Background: an optimization exercise with open tools, aiming at small area. Do not read the settings as production practice. Only simulation tests tie the RTL to the original design; equivalence was not proved. The flow treats the clock pin as an ideal source. Dropping or thinning the clock tree relies on that and would not hold on a real chip. Power is estimated from default activity; no workload was simulated.

==> trial 32: inputs <==
==> flow/design.v (excerpt) <==
module esaxi ( 
   wr_access, wr_packet, rd_access, rd_packet, rr_wait, s_axi_arready,
   s_axi_awready, s_axi_bid, s_axi_bresp, s_axi_bvalid, s_axi_rid,
   s_axi_rdata, s_axi_rlast, s_axi_rresp, s_axi_rvalid, s_axi_wready,
   wr_wait, rd_wait, rr_access, rr_packet, s_axi_aclk, s_axi_aresetn,
   s_axi_arid, s_axi_araddr, s_axi_arburst, s_axi_arcache,
   s_axi_arlock, s_axi_arlen, s_axi_arprot, s_axi_arqos, s_axi_arsize,
   s_axi_arvalid, s_axi_awid, s_axi_awaddr, s_axi_awburst,
   s_axi_awcache, s_axi_awlock, s_axi_awlen, s_axi_awprot,
   s_axi_awqos, s_axi_awsize, s_axi_awvalid, s_axi_bready,
   s_axi_rready, s_axi_wid, s_axi_wdata, s_axi_wlast, s_axi_wstrb,
   s_axi_wvalid
   );
export LEC_CHECK = 0
export ABC_AREA = 1
export CAP_MARGIN = 20
export CORE_MARGIN = 2
export CORE_UTILIZATION = 25
export SLEW_MARGIN = 20
create_clock -name core_clock -period 10.0 [get_ports {s_axi_aclk}]
standard.sh (not shown) runs the stock make flow with config.mk's settings and CLKGATE_MAP_FILE= SYNTH_SCRIPT=/design/flow/synth_recipe.tcl, a recipe that flattens the netlist after the stock synthesis.
==> flow/flow/run.sh <==
#!/bin/bash
# Standard ORFS layout (bash standard.sh) with these changes to how the layout is made:
#  - synthesis is synth_recipe.tcl unchanged, except that Yosys's abc call maps
#    the logic with flow/area.abc (an area-oriented ABC script);
#  - port buffers use the smallest buffer cell (buf_1);
#  - constant outputs keep the one tie cell per value that synthesis made
#    (no repair_tie_fanout);
#  - the clock tree uses clkbuf_8 buffers, sink clusters of up to 12 flops
#    within 50 um, and no dummy loads.
set -euo pipefail
here=$(pwd)
export FLOW_SYNTH_TCL="$here/synth_recipe.tcl"
export MY_ABC_SCRIPT="$here/flow/area.abc"
export BUFFER_PORTS_ARGS="-buffer_cell sky130_fd_sc_hd__buf_1"
export SKIP_REPAIR_TIE_FANOUT=1
export CTS_ARGS="-sink_clustering_enable -repair_clock_nets -buf_list sky130_fd_sc_hd__clkbuf_8 -sink_clustering_size 12 -sink_clustering_max_diameter 50 -dont_use_dummy_load"
bash standard.sh SYNTH_SCRIPT="$here/flow/synth_wrap.tcl" finish > standard_flow.log 2>&1
==> flow/flow/area.abc <==
strash
dch
amap
topo
==> flow/flow/synth_wrap.tcl <==
proc abc {args} {
  set i [lsearch -exact $args -script]
  if {$i >= 0 && [info exists ::env(MY_ABC_SCRIPT)] && $::env(MY_ABC_SCRIPT) ne ""} {
    lset args [expr {$i + 1}] $::env(MY_ABC_SCRIPT)
  }
  yosys abc {*}$args
}
source $::env(FLOW_SYNTH_TCL)
==> trial 87: changes against trial 32 <==
--- a/flow/flow/run.sh
+++ b/flow/flow/run.sh
@@ -7,4 +7,5 @@
 #    (no repair_tie_fanout);
-#  - the clock tree uses clkbuf_8 buffers, sink clusters of up to 12 flops
-#    within 50 um, and no dummy loads.
+#  - the clock tree is built by flow/cts_manual.tcl (a PRE_CTS hook): groups of
+#    at most MY_CTS_MAX_SINKS flip-flops, one leaf buffer per group, one root
+#    buffer; the rest of the CTS step (legalisation, timing repair) is ORFS's.
 set -euo pipefail
@@ -15,3 +16,7 @@
 export SKIP_REPAIR_TIE_FANOUT=1
-export CTS_ARGS="-sink_clustering_enable -repair_clock_nets -buf_list sky130_fd_sc_hd__clkbuf_8 -sink_clustering_size 12 -sink_clustering_max_diameter 50 -dont_use_dummy_load"
+export PRE_CTS_TCL="$here/flow/cts_manual.tcl"
+export MY_CTS_CLOCK=s_axi_aclk
+export MY_CTS_LEAF=sky130_fd_sc_hd__clkbuf_8
+export MY_CTS_ROOT=sky130_fd_sc_hd__clkbuf_8
+export MY_CTS_MAX_SINKS=${MY_CTS_MAX_SINKS:-18}
 bash standard.sh SYNTH_SCRIPT="$here/flow/synth_wrap.tcl" finish > standard_flow.log 2>&1
==> flow/flow/cts_manual.tcl (new file) <==
# PRE_CTS hook: build a two-level clock tree by hand, then make the
# clock_tree_synthesis call in cts.tcl a no-op. The flip-flops are split into
# compact groups of at most MY_CTS_MAX_SINKS (recursive cuts across the longer
# side at the sink count's proportion); each group gets a leaf buffer at its
# centre, and one root buffer at the centre of the leaves drives all leaves
# from the clock port.
set cts_max_sinks $::env(MY_CTS_MAX_SINKS)
set db [ord::get_db]
set block [ord::get_db_block]
set leaf_master [$db findMaster $::env(MY_CTS_LEAF)]
set root_master [$db findMaster $::env(MY_CTS_ROOT)]
set clk_net [$block findNet $::env(MY_CTS_CLOCK)]

set sinks {}
foreach it [$clk_net getITerms] {
  set bb [[$it getInst] getBBox]
  lappend sinks [list $it [expr {([$bb xMin] + [$bb xMax]) / 2}] [expr {([$bb yMin] + [$bb yMax]) / 2}]]
}

proc cts_split { sinks maxs } {
  set n [llength $sinks]
  if { $n <= $maxs } { return [list $sinks] }
  set k [expr {($n + $maxs - 1) / $maxs}]
  set k1 [expr {$k / 2}]
  set xs [lmap s $sinks {lindex $s 1}]
  set ys [lmap s $sinks {lindex $s 2}]
  set w [expr {[tcl::mathfunc::max {*}$xs] - [tcl::mathfunc::min {*}$xs]}]
  set h [expr {[tcl::mathfunc::max {*}$ys] - [tcl::mathfunc::min {*}$ys]}]
  set axis [expr {$w >= $h ? 1 : 2}]
  set sorted [lsort -integer -index $axis $sinks]
  set n1 [expr {int(round(double($n) * $k1 / $k))}]
  return [concat [cts_split [lrange $sorted 0 [expr {$n1 - 1}]] $maxs] \
                 [cts_split [lrange $sorted $n1 end] $maxs]]
}

proc cts_place { inst cx cy } {
  set m [$inst getMaster]
  $inst setLocation [expr {$cx - [$m getWidth] / 2}] [expr {$cy - [$m getHeight] / 2}]
  $inst setPlacementStatus PLACED
}

set groups [cts_split $sinks $cts_max_sinks]
set root_net [odb::dbNet_create $block "clknet_root"]
$root_net setSigType CLOCK
set i 0
set lx 0
set ly 0
foreach g $groups {
  set cx 0
  set cy 0
  foreach s $g {
    set cx [expr {$cx + [lindex $s 1]}]
    set cy [expr {$cy + [lindex $s 2]}]
  }
  set cx [expr {$cx / [llength $g]}]
  set cy [expr {$cy / [llength $g]}]
  set lx [expr {$lx + $cx}]
  set ly [expr {$ly + $cy}]
  set leaf [odb::dbInst_create $block $leaf_master "clkbuf_leaf_$i"]
  cts_place $leaf $cx $cy
  set net [odb::dbNet_create $block "clknet_leaf_$i"]
  $net setSigType CLOCK
  foreach s $g {
    set it [lindex $s 0]
    $it disconnect
    $it connect $net
  }
  [$leaf findITerm X] connect $net
  [$leaf findITerm A] connect $root_net
  puts "manual CTS: leaf $i with [llength $g] sinks at ($cx, $cy)"
  incr i
}
set root [odb::dbInst_create $block $root_master "clkbuf_root"]
cts_place $root [expr {$lx / $i}] [expr {$ly / $i}]
[$root findITerm X] connect $root_net
[$root findITerm A] connect $clk_net
$clk_net setSigType CLOCK
puts "manual CTS: $i leaves, root at ([expr {$lx / $i}], [expr {$ly / $i}])"

global_connect
set_propagated_clock [all_clocks]

proc clock_tree_synthesis { args } {
  puts "clock_tree_synthesis skipped: the clock tree was built by cts_manual.tcl"
}
- PLACE_DENSITY: default -> 0.85
==> trial 54: changes against trial 32 <==
--- a/flow/flow/run.sh
+++ b/flow/flow/run.sh
@@ -15,3 +15,3 @@
 export SKIP_REPAIR_TIE_FANOUT=1
-export CTS_ARGS="-sink_clustering_enable -repair_clock_nets -buf_list sky130_fd_sc_hd__clkbuf_8 -sink_clustering_size 12 -sink_clustering_max_diameter 50 -dont_use_dummy_load"
+export CTS_ARGS="-sink_clustering_enable -repair_clock_nets -buf_list sky130_fd_sc_hd__clkbuf_4 sky130_fd_sc_hd__clkbuf_8 sky130_fd_sc_hd__clkbuf_16 -sink_clustering_size 16 -sink_clustering_max_diameter 40 -dont_use_dummy_load"
 bash standard.sh SYNTH_SCRIPT="$here/flow/synth_wrap.tcl" finish > standard_flow.log 2>&1
- PLACE_DENSITY: default -> 0.85
==> build 29: changes against trial 32 <==
--- a/flow/flow/run.sh
+++ b/flow/flow/run.sh
@@ -7,4 +7,5 @@
 #    (no repair_tie_fanout);
-#  - the clock tree uses clkbuf_8 buffers, sink clusters of up to 12 flops
-#    within 50 um, and no dummy loads.
+#  - the clock tree is built by flow/cts_manual.tcl (a PRE_CTS hook): groups of
+#    at most MY_CTS_MAX_SINKS flip-flops, one leaf buffer per group, one root
+#    buffer; the rest of the CTS step (legalisation, timing repair) is ORFS's.
 set -euo pipefail
@@ -15,3 +16,9 @@
 export SKIP_REPAIR_TIE_FANOUT=1
-export CTS_ARGS="-sink_clustering_enable -repair_clock_nets -buf_list sky130_fd_sc_hd__clkbuf_8 -sink_clustering_size 12 -sink_clustering_max_diameter 50 -dont_use_dummy_load"
+export PLACE_PINS_ARGS="${MY_PLACE_PINS_ARGS:--min_distance 1 -min_distance_in_tracks}"
+export PRE_CTS_TCL="$here/flow/cts_manual.tcl"
+export MY_CTS_CLOCK=s_axi_aclk
+export MY_CTS_LEAF=sky130_fd_sc_hd__clkbuf_8
+export MY_CTS_ROOT=sky130_fd_sc_hd__clkbuf_8
+export MY_CTS_MAX_SINKS=${MY_CTS_MAX_SINKS:-20}
+export MY_CTS_MAX_HP_UM=${MY_CTS_MAX_HP_UM:-1000}
 bash standard.sh SYNTH_SCRIPT="$here/flow/synth_wrap.tcl" finish > standard_flow.log 2>&1
==> flow/flow/cts_manual.tcl (new file) <==
# PRE_CTS hook: build a two-level clock tree by hand, then make the
# clock_tree_synthesis call in cts.tcl a no-op. The flip-flops are split into
# compact groups of at most MY_CTS_MAX_SINKS within a bounding box of at most
# MY_CTS_MAX_HP_UM half-perimeter (recursive cuts across the longer
# side at the sink count's proportion); each group gets a leaf buffer at its
# centre, and one root buffer at the centre of the leaves drives all leaves
# from the clock port.
set cts_max_sinks $::env(MY_CTS_MAX_SINKS)
set db [ord::get_db]
set block [ord::get_db_block]
set leaf_master [$db findMaster $::env(MY_CTS_LEAF)]
set root_master [$db findMaster $::env(MY_CTS_ROOT)]
set clk_net [$block findNet $::env(MY_CTS_CLOCK)]

set sinks {}
foreach it [$clk_net getITerms] {
  set bb [[$it getInst] getBBox]
  lappend sinks [list $it [expr {([$bb xMin] + [$bb xMax]) / 2}] [expr {([$bb yMin] + [$bb yMax]) / 2}]]
}

proc cts_split { sinks maxs maxhp } {
  set n [llength $sinks]
  set xs [lmap s $sinks {lindex $s 1}]
  set ys [lmap s $sinks {lindex $s 2}]
  set w [expr {[tcl::mathfunc::max {*}$xs] - [tcl::mathfunc::min {*}$xs]}]
  set h [expr {[tcl::mathfunc::max {*}$ys] - [tcl::mathfunc::min {*}$ys]}]
  if { $n <= $maxs && $w + $h <= $maxhp } { return [list $sinks] }
  set k [expr {max(2, ($n + $maxs - 1) / $maxs)}]
  set k1 [expr {$k / 2}]
  set axis [expr {$w >= $h ? 1 : 2}]
  set sorted [lsort -integer -index $axis $sinks]
  set n1 [expr {int(round(double($n) * $k1 / $k))}]
  return [concat [cts_split [lrange $sorted 0 [expr {$n1 - 1}]] $maxs $maxhp] \
                 [cts_split [lrange $sorted $n1 end] $maxs $maxhp]]
}

proc cts_place { inst cx cy } {
  set m [$inst getMaster]
  $inst setLocation [expr {$cx - [$m getWidth] / 2}] [expr {$cy - [$m getHeight] / 2}]
  $inst setPlacementStatus PLACED
}

set cts_max_hp [expr {int($::env(MY_CTS_MAX_HP_UM) * [$block getDbUnitsPerMicron])}]
set groups [cts_split $sinks $cts_max_sinks $cts_max_hp]
set root_net [odb::dbNet_create $block "clknet_root"]
$root_net setSigType CLOCK
set i 0
set lx 0
set ly 0
foreach g $groups {
  set cx 0
  set cy 0
  foreach s $g {
    set cx [expr {$cx + [lindex $s 1]}]
    set cy [expr {$cy + [lindex $s 2]}]
  }
  set cx [expr {$cx / [llength $g]}]
  set cy [expr {$cy / [llength $g]}]
  set lx [expr {$lx + $cx}]
  set ly [expr {$ly + $cy}]
  set leaf [odb::dbInst_create $block $leaf_master "clkbuf_leaf_$i"]
  cts_place $leaf $cx $cy
  set net [odb::dbNet_create $block "clknet_leaf_$i"]
  $net setSigType CLOCK
  foreach s $g {
    set it [lindex $s 0]
    $it disconnect
    $it connect $net
  }
  [$leaf findITerm X] connect $net
  [$leaf findITerm A] connect $root_net
  set gx [lmap s $g {lindex $s 1}]
  set gy [lmap s $g {lindex $s 2}]
  set hp [expr {([tcl::mathfunc::max {*}$gx] - [tcl::mathfunc::min {*}$gx] + [tcl::mathfunc::max {*}$gy] - [tcl::mathfunc::min {*}$gy]) / 1000.0}]
  puts "manual CTS: leaf $i with [llength $g] sinks at ($cx, $cy), half-perimeter $hp um"
  incr i
}
set root [odb::dbInst_create $block $root_master "clkbuf_root"]
cts_place $root [expr {$lx / $i}] [expr {$ly / $i}]
[$root findITerm X] connect $root_net
[$root findITerm A] connect $clk_net
$clk_net setSigType CLOCK
puts "manual CTS: $i leaves, root at ([expr {$lx / $i}], [expr {$ly / $i}])"

global_connect
set_propagated_clock [all_clocks]

proc clock_tree_synthesis { args } {
  puts "clock_tree_synthesis skipped: the clock tree was built by cts_manual.tcl"
}
- CORE_UTILIZATION: 25 -> 55
- PLACE_DENSITY: default -> 0.85
==> summary of the runs <==
- Trial 54 never finished: it broke off in 4_1_cts, error STA-0564. Trial 87 ran to the end with no violations. Trial 32 ran to the end with no violations. Build 29 went through all stages and came out clean.
- Sequential share of layout area: trial 32 is lower than build 29 (3.0 points).
- The highest maximum frequency belongs to build 29, the lowest to trial 87.
- Final area: build 29 < trial 87 < trial 32.
- In trial 32 the core utilization is lower than in build 29, by 32 points.
- Synthesized cell count is the same in build 29 and trial 54.
- Sequential power is about the same in trial 32 and build 29.
- Cell count: trial 32 is larger than trial 87 (about 0.8%).
- Against trial 32, the worst setup slack of build 29 is higher by 0.21 ns.
- Against trial 87, the combinational power of build 29 is smaller by about 3%.
- The highest clock power belongs to trial 32, the lowest to build 29.
In trial 87 and build 29 the design's own scripts or RTL, not TritonCTS, make the clock network.

========
==> v8 <==
Another version of the RTL of esaxi (not shown whole).
==> flow/config.mk <==
export PLATFORM = sky130hd
export DESIGN_NAME = esaxi
export DESIGN_NICKNAME = esaxi
export VERILOG_FILES = /design/flow/design.v
export SDC_FILE = /design/flow/constraint.sdc
export NUM_CORES = 4
export LEC_CHECK = 0
export ABC_AREA = 1
export CAP_MARGIN = 20
export CORE_MARGIN = 2
export CORE_UTILIZATION = 55
export GPL_TIMING_DRIVEN = 0
export PLACE_DENSITY = 0.85
export SLEW_MARGIN = 20
==> flow/constraint.sdc <==
create_clock -name core_clock -period 10.0 [get_ports {s_axi_aclk}]
set_input_delay 2.0000 -clock core_clock [delete_from_list [all_inputs] [get_ports {s_axi_aclk}]]
set_output_delay 2.0000 -clock core_clock [all_outputs]
set_load 0.01 [all_outputs]
==> flow/flow/run.sh <==
#!/bin/bash
# Standard ORFS layout (bash standard.sh) with these changes to how the layout is made:
#  - synthesis is synth_recipe.tcl unchanged, except that Yosys's abc call maps
#    the logic with flow/area.abc (an area-oriented ABC script);
#  - port buffers use the smallest buffer cell (buf_1);
#  - constant outputs keep the one tie cell per value that synthesis made
#    (no repair_tie_fanout);
#  - the clock tree is built by flow/cts_manual.tcl (a PRE_CTS hook): groups of
#    at most MY_CTS_MAX_SINKS flip-flops, one leaf buffer per group, one root
#    buffer; the rest of the CTS step (legalisation, timing repair) is ORFS's.
set -euo pipefail
here=$(pwd)
export FLOW_SYNTH_TCL="$here/synth_recipe.tcl"
export MY_ABC_SCRIPT="$here/flow/area.abc"
export BUFFER_PORTS_ARGS="-buffer_cell sky130_fd_sc_hd__buf_1"
export SKIP_REPAIR_TIE_FANOUT=1
export REMOVE_ABC_BUFFERS=1
export PLACE_PINS_ARGS="${MY_PLACE_PINS_ARGS:--min_distance 1 -min_distance_in_tracks}"
export PRE_CTS_TCL="$here/flow/cts_manual.tcl"
export MY_CTS_CLOCK=s_axi_aclk
export MY_CTS_LEAF=sky130_fd_sc_hd__clkbuf_8
export MY_CTS_ROOT=sky130_fd_sc_hd__clkbuf_8
export MY_CTS_MAX_SINKS=${MY_CTS_MAX_SINKS:-20}
export MY_CTS_MAX_HP_UM=${MY_CTS_MAX_HP_UM:-1000}
bash standard.sh SYNTH_SCRIPT="$here/flow/synth_wrap.tcl" finish > standard_flow.log 2>&1
==> flow/flow/cts_manual.tcl <==
# PRE_CTS hook: build a two-level clock tree by hand, then make the
# clock_tree_synthesis call in cts.tcl a no-op. The flip-flops are split into
# compact groups of at most MY_CTS_MAX_SINKS within a bounding box of at most
# MY_CTS_MAX_HP_UM half-perimeter (recursive cuts across the longer
# side at the sink count's proportion); each group gets a leaf buffer at its
# centre, and one root buffer at the centre of the leaves drives all leaves
# from the clock port.
set cts_max_sinks $::env(MY_CTS_MAX_SINKS)
set db [ord::get_db]
set block [ord::get_db_block]
set leaf_master [$db findMaster $::env(MY_CTS_LEAF)]
set root_master [$db findMaster $::env(MY_CTS_ROOT)]
set clk_net [$block findNet $::env(MY_CTS_CLOCK)]

set sinks {}
foreach it [$clk_net getITerms] {
  set bb [[$it getInst] getBBox]
  lappend sinks [list $it [expr {([$bb xMin] + [$bb xMax]) / 2}] [expr {([$bb yMin] + [$bb yMax]) / 2}]]
}

proc cts_split { sinks maxs maxhp } {
  set n [llength $sinks]
  set xs [lmap s $sinks {lindex $s 1}]
  set ys [lmap s $sinks {lindex $s 2}]
  set w [expr {[tcl::mathfunc::max {*}$xs] - [tcl::mathfunc::min {*}$xs]}]
  set h [expr {[tcl::mathfunc::max {*}$ys] - [tcl::mathfunc::min {*}$ys]}]
  if { $n <= $maxs && $w + $h <= $maxhp } { return [list $sinks] }
  set k [expr {max(2, ($n + $maxs - 1) / $maxs)}]
  set k1 [expr {$k / 2}]
  set axis [expr {$w >= $h ? 1 : 2}]
  set sorted [lsort -integer -index $axis $sinks]
  set n1 [expr {int(round(double($n) * $k1 / $k))}]
  return [concat [cts_split [lrange $sorted 0 [expr {$n1 - 1}]] $maxs $maxhp] \
                 [cts_split [lrange $sorted $n1 end] $maxs $maxhp]]
}

proc cts_place { inst cx cy } {
  set m [$inst getMaster]
  $inst setLocation [expr {$cx - [$m getWidth] / 2}] [expr {$cy - [$m getHeight] / 2}]
  $inst setPlacementStatus PLACED
}

set cts_max_hp [expr {int($::env(MY_CTS_MAX_HP_UM) * [$block getDbUnitsPerMicron])}]
set groups [cts_split $sinks $cts_max_sinks $cts_max_hp]
set root_net [odb::dbNet_create $block "clknet_root"]
$root_net setSigType CLOCK
set i 0
set lx 0
set ly 0
foreach g $groups {
  set cx 0
  set cy 0
  foreach s $g {
    set cx [expr {$cx + [lindex $s 1]}]
    set cy [expr {$cy + [lindex $s 2]}]
  }
  set cx [expr {$cx / [llength $g]}]
  set cy [expr {$cy / [llength $g]}]
  set lx [expr {$lx + $cx}]
  set ly [expr {$ly + $cy}]
  set leaf [odb::dbInst_create $block $leaf_master "clkbuf_leaf_$i"]
  cts_place $leaf $cx $cy
  set net [odb::dbNet_create $block "clknet_leaf_$i"]
  $net setSigType CLOCK
  foreach s $g {
    set it [lindex $s 0]
    $it disconnect
    $it connect $net
  }
  [$leaf findITerm X] connect $net
  [$leaf findITerm A] connect $root_net
  set gx [lmap s $g {lindex $s 1}]
  set gy [lmap s $g {lindex $s 2}]
  set hp [expr {([tcl::mathfunc::max {*}$gx] - [tcl::mathfunc::min {*}$gx] + [tcl::mathfunc::max {*}$gy] - [tcl::mathfunc::min {*}$gy]) / 1000.0}]
  puts "manual CTS: leaf $i with [llength $g] sinks at ($cx, $cy), half-perimeter $hp um"
  incr i
}
set root [odb::dbInst_create $block $root_master "clkbuf_root"]
cts_place $root [expr {$lx / $i}] [expr {$ly / $i}]
[$root findITerm X] connect $root_net
[$root findITerm A] connect $clk_net
$clk_net setSigType CLOCK
puts "manual CTS: $i leaves, root at ([expr {$lx / $i}], [expr {$ly / $i}])"

global_connect
set_propagated_clock [all_clocks]

proc clock_tree_synthesis { args } {
  puts "clock_tree_synthesis skipped: the clock tree was built by cts_manual.tcl"
}
Scripts as last shown in full above: flow/flow/area.abc, flow/flow/synth_wrap.tcl
==> v18 (differences from v8) <==
--- a/flow/design.v
+++ b/flow/design.v
@@ -103,14 +103,15 @@
    output 	      s_axi_wready;
    reg 		      s_axi_awready;
    reg 		      s_axi_wready;
    reg 		      s_axi_bvalid;
    reg 		      s_axi_arready;
    reg 		      s_axi_rvalid;
    reg [31:0] 	      s_axi_rdata;
+   reg 		      rresp_err;
    reg [S_IDW-1:0]    s_axi_rid;
    reg [S_IDW-1:0]    axi_bid;
    reg 		      wr_access;
    reg 		      rd_access;
    reg 		      write_active;
    reg 		      b_wait;
    reg 		      pre_wr_en;
@@ -217,15 +218,15 @@
 		     .ctrlmode_out	(5'b0),
 		     .dstaddr_out	({wr_addr[31:2], wr_lane[1:0]}),
 		     .data_out		(wr_data[DW-1:0]),
 		     .srcaddr_out	(32'b0)
 		     );
    reg [31:0] 	      rd_addr;
    reg [1:0] 	      rd_size;
-   reg [7:0] 	      rd_left_n;     
+   reg [7:0] 	      rd_len;
    always @(posedge s_axi_aclk)
      if (~s_axi_aresetn)
        begin
 	  s_axi_arready <= 1'b0;
 	  read_active   <= 1'b0;
 	  rd_next       <= 1'b0;
 	  rd_access     <= 1'b0;
@@ -242,70 +243,69 @@
 	    read_active <= 1'b0;
 	  rd_next   <= ar_fire | (r_fire & ~s_axi_rlast);
 	  rd_access <= rd_next;
        end
    wire 	      rd_incr = r_fire & (s_axi_arburst == 2'b01);
    wire [31:2] 	      rd_carry;
    wire [31:2] 	      rd_addr_inc;
-   wire [7:0] 	      rd_lcarry;
-   wire [7:0] 	      rd_left_n_inc;
+   wire [7:0] 	      rd_borrow;
+   wire [7:0] 	      rd_len_dec;
    assign rd_carry[2]  = rd_incr;
-   assign rd_lcarry[0] = r_fire;
+   assign rd_borrow[0] = r_fire;
    generate
       for (gi = 2; gi < 32; gi = gi + 1) begin : g_rd_inc
 	 assign rd_addr_inc[gi] = rd_addr[gi] ^ rd_carry[gi];
 	 if (gi < 31) begin : g_c
 	    assign rd_carry[gi+1] = rd_carry[gi] & rd_addr[gi];
 	 end
       end
-      for (gi = 0; gi < 8; gi = gi + 1) begin : g_rd_left
-	 assign rd_left_n_inc[gi] = rd_left_n[gi] ^ rd_lcarry[gi];
+      for (gi = 0; gi < 8; gi = gi + 1) begin : g_rd_dec
+	 assign rd_len_dec[gi] = rd_len[gi] ^ rd_borrow[gi];
 	 if (gi < 7) begin : g_b
-	    assign rd_lcarry[gi+1] = rd_lcarry[gi] & rd_left_n[gi];
+	    assign rd_borrow[gi+1] = rd_borrow[gi] & ~rd_len[gi];
 	 end
       end
    endgenerate
    always @(posedge s_axi_aclk)
      begin
 	if (s_axi_arready)
 	  begin
 	     rd_size   <= s_axi_arsize[1:0];
 	     s_axi_rid <= s_axi_arid;
 	  end
 	rd_addr[31:2] <= s_axi_arready ? s_axi_araddr[31:2] : rd_addr_inc;
 	rd_addr[1:0]  <= s_axi_arready ? s_axi_araddr[1:0] :
 			 rd_addr[1:0] & {2{~rd_incr}};
-	rd_left_n     <= s_axi_arready ? ~s_axi_arlen : rd_left_n_inc;
+	rd_len        <= s_axi_arready ? s_axi_arlen : rd_len_dec;
      end
-   assign s_axi_rlast = &rd_left_n;
+   assign s_axi_rlast = ~(|rd_len);
    emesh2packet e2p_rd (
 		     .packet_out	(rd_packet[PW-1:0]),
 		     .write_out		(1'b0),
 		     .datamode_out	(rd_size[1:0]),
 		     .ctrlmode_out	(5'b0),
 		     .dstaddr_out	(rd_addr[AW-1:0]),
 		     .data_out		(32'b0),
 		     .srcaddr_out	(RETURN_ADDR)
 		     );
    wire [DW-1:0]      rr_data;
    reg 		      tmo_armed;
-   reg 		      tmo_err;       
+   reg 		      tmo_expired;
    packet2emesh p2e_rr (
 			  .write_in		(),
 			  .datamode_in		(),
 			  .ctrlmode_in		(),
 			  .dstaddr_in		(),
 			  .data_in		(rr_data[DW-1:0]),
 			  .srcaddr_in		(),
 			  .packet_in		(rr_packet[PW-1:0])
 			  );
    assign rr_wait = 1'b0;
-   wire 	      tmo_fire         = tmo_err & ~s_axi_rvalid;
-   wire 	      rr_return_access = rr_access | tmo_fire;
-   wire [31:0] 	      rr_return_data   = tmo_err ? 32'hDEADBEEF : rr_data;
+   wire 	      rr_return_access = rr_access | tmo_expired;
+   wire [31:0] 	      rr_return_data   = tmo_expired ? 32'hDEADBEEF : rr_data;
    always @(posedge s_axi_aclk)
      if (~s_axi_aresetn)
        s_axi_rvalid <= 1'b0;
      else if (rr_return_access)
        s_axi_rvalid <= 1'b1;
      else if (s_axi_rready)
        s_axi_rvalid <= 1'b0;
@@ -317,30 +317,30 @@
        default: rr_fmt = rr_return_data;
      endcase
    wire [16:0] 	      tmo_count = s_axi_rdata[16:0];
    wire 	      tmo_zero  = &tmo_count;
    always @(posedge s_axi_aclk)
      if (~s_axi_rvalid)
        begin
+	  rresp_err          <= tmo_expired;
 	  s_axi_rdata[31:17] <= rr_fmt[31:17];
 	  if (rr_return_access)
 	    s_axi_rdata[16:0] <= rr_fmt[16:0];
 	  else if (tmo_armed)
 	    s_axi_rdata[16:0] <= {tmo_count[15:0], tmo_count[16] ^ tmo_count[13]};
 	  else
 	    s_axi_rdata[16:0] <= 17'h001FC;
        end
-   assign s_axi_rresp = {tmo_err, 1'b0};
+   assign s_axi_rresp = {rresp_err, 1'b0};
    always @(posedge s_axi_aclk)
      if (~s_axi_aresetn)
        begin
-	  tmo_armed <= 1'b0;
-	  tmo_err   <= 1'b0;
+	  tmo_armed   <= 1'b0;
+	  tmo_expired <= 1'b0;
        end
      else
        begin
-	  tmo_armed <= tmo_armed ? (~rr_access & ~tmo_zero) :
-		       (~tmo_err & ar_fire);
-	  tmo_err   <= (tmo_armed & ~rr_access & tmo_zero) |
-		       (tmo_err & ~r_fire);
+	  tmo_armed   <= tmo_armed ? (~rr_access & ~tmo_zero) :
+			 (~tmo_expired & ar_fire);
+	  tmo_expired <= tmo_armed & ~rr_access & tmo_zero;
        end
 endmodule  
--- a/flow/flow/run.sh
+++ b/flow/flow/run.sh
@@ -10,16 +10,14 @@
 #    buffer; the rest of the CTS step (legalisation, timing repair) is ORFS's.
 set -euo pipefail
 here=$(pwd)
 export FLOW_SYNTH_TCL="$here/synth_recipe.tcl"
 export MY_ABC_SCRIPT="$here/flow/area.abc"
 export BUFFER_PORTS_ARGS="-buffer_cell sky130_fd_sc_hd__buf_1"
 export SKIP_REPAIR_TIE_FANOUT=1
-export REMOVE_ABC_BUFFERS=1
-export PLACE_PINS_ARGS="${MY_PLACE_PINS_ARGS:--min_distance 1 -min_distance_in_tracks}"
 export PRE_CTS_TCL="$here/flow/cts_manual.tcl"
 export MY_CTS_CLOCK=s_axi_aclk
 export MY_CTS_LEAF=sky130_fd_sc_hd__clkbuf_8
 export MY_CTS_ROOT=sky130_fd_sc_hd__clkbuf_8
-export MY_CTS_MAX_SINKS=${MY_CTS_MAX_SINKS:-20}
-export MY_CTS_MAX_HP_UM=${MY_CTS_MAX_HP_UM:-1000}
+export MY_CTS_MAX_SINKS=${MY_CTS_MAX_SINKS:-24}
+export MY_CTS_MAX_HP_UM=${MY_CTS_MAX_HP_UM:-60}
 bash standard.sh SYNTH_SCRIPT="$here/flow/synth_wrap.tcl" finish > standard_flow.log 2>&1
Settings changed: CORE_UTILIZATION 55 to 25, GPL_TIMING_DRIVEN 0 to default.
==> results.txt <==
Met1 usage: 0.261
Synth Area in XOR/XNOR: 0.00104
Area of the multi-input gates: 2510 um^2
Met1 WL: 7300 um
Drt initial violations: 383
Placed cell area: 9100 um^2
Fillers: 1233
Setup slack, reg-to-reg: 3590 ps
Status: timing/DRC/antenna clean
CP max FO: 3
the above is filed under v8

==> results.txt <==
Worst reg2reg startpoint: s_axi_rvalid$_SDFFE_PN0P_
Largest register FFs: 64
I/O pins: 578
Synth Area in XOR/XNOR: 0
Height of the die: 188 um
Placed cell area: 9490 um^2
Max-cap viol count: 0
RSZ-0062 raised after global routing: no
Area of the multi-input gates: 2500 um^2
Drt initial violations: 316
Met1 WL: 8760 um
Fillers: 3406
Final Skew: 55.7 ps
Core area: 33400 um^2
Cells after Synth: 723
Status: timing/DRC/antenna clean
Setup slack, reg-to-reg: 2770 ps
CP max FO: 4
Die W: 188 um
the above is filed under v18

In every run of this note, the design's own scripts or RTL, not TritonCTS, make the clock network.

## static timing again, ports no longer ideal
No port has a modelled driver above. Below, the same layouts with a new extraction and two added sets of constraints.
Step 1 assumes that a clkbuf_16 drives the clock port and a buf_2 every other input.
Step 2 times the ports against the registers' clock, not the clock port: input delays grow and output delays shrink by t, the midpoint of the rising clock arrivals with the driver on.
Slacks: ideal ports / drivers / drivers and shift; pairs: ideal ports / drivers.
run | t, ns | slack for setup (ns) | latest minus earliest clock arrival (ns) | slew at the worst register clock pin (ns) | worst slew at a driven data input, ns
trial 32 | 0.585 | 2.063 / 2.069 / 1.484 | 0.055 / 0.055 | 0.08 / 0.08 | 0.10
trial 87 | 0.536 | 1.914 / 1.929 / 1.393 | 0.027 / 0.027 | 0.13 / 0.13 | 0.10
build 29 | 0.484 | 2.276 / 2.263 / 1.779 | 0.015 / 0.015 | 0.12 / 0.12 | 0.07
v8 | 0.479 | 2.305 / 2.290 / 1.811 | 0.017 / 0.018 | 0.12 / 0.12 | 0.08
v18 | 0.621 | 2.053 / 2.070 / 1.449 | 0.058 / 0.058 | 0.08 / 0.08 | 0.08
After both steps every run listed still meets setup and hold. For v18, which loses most, drivers alone change the setup slack by +0.017 ns; drivers and shift together by -0.604 ns.
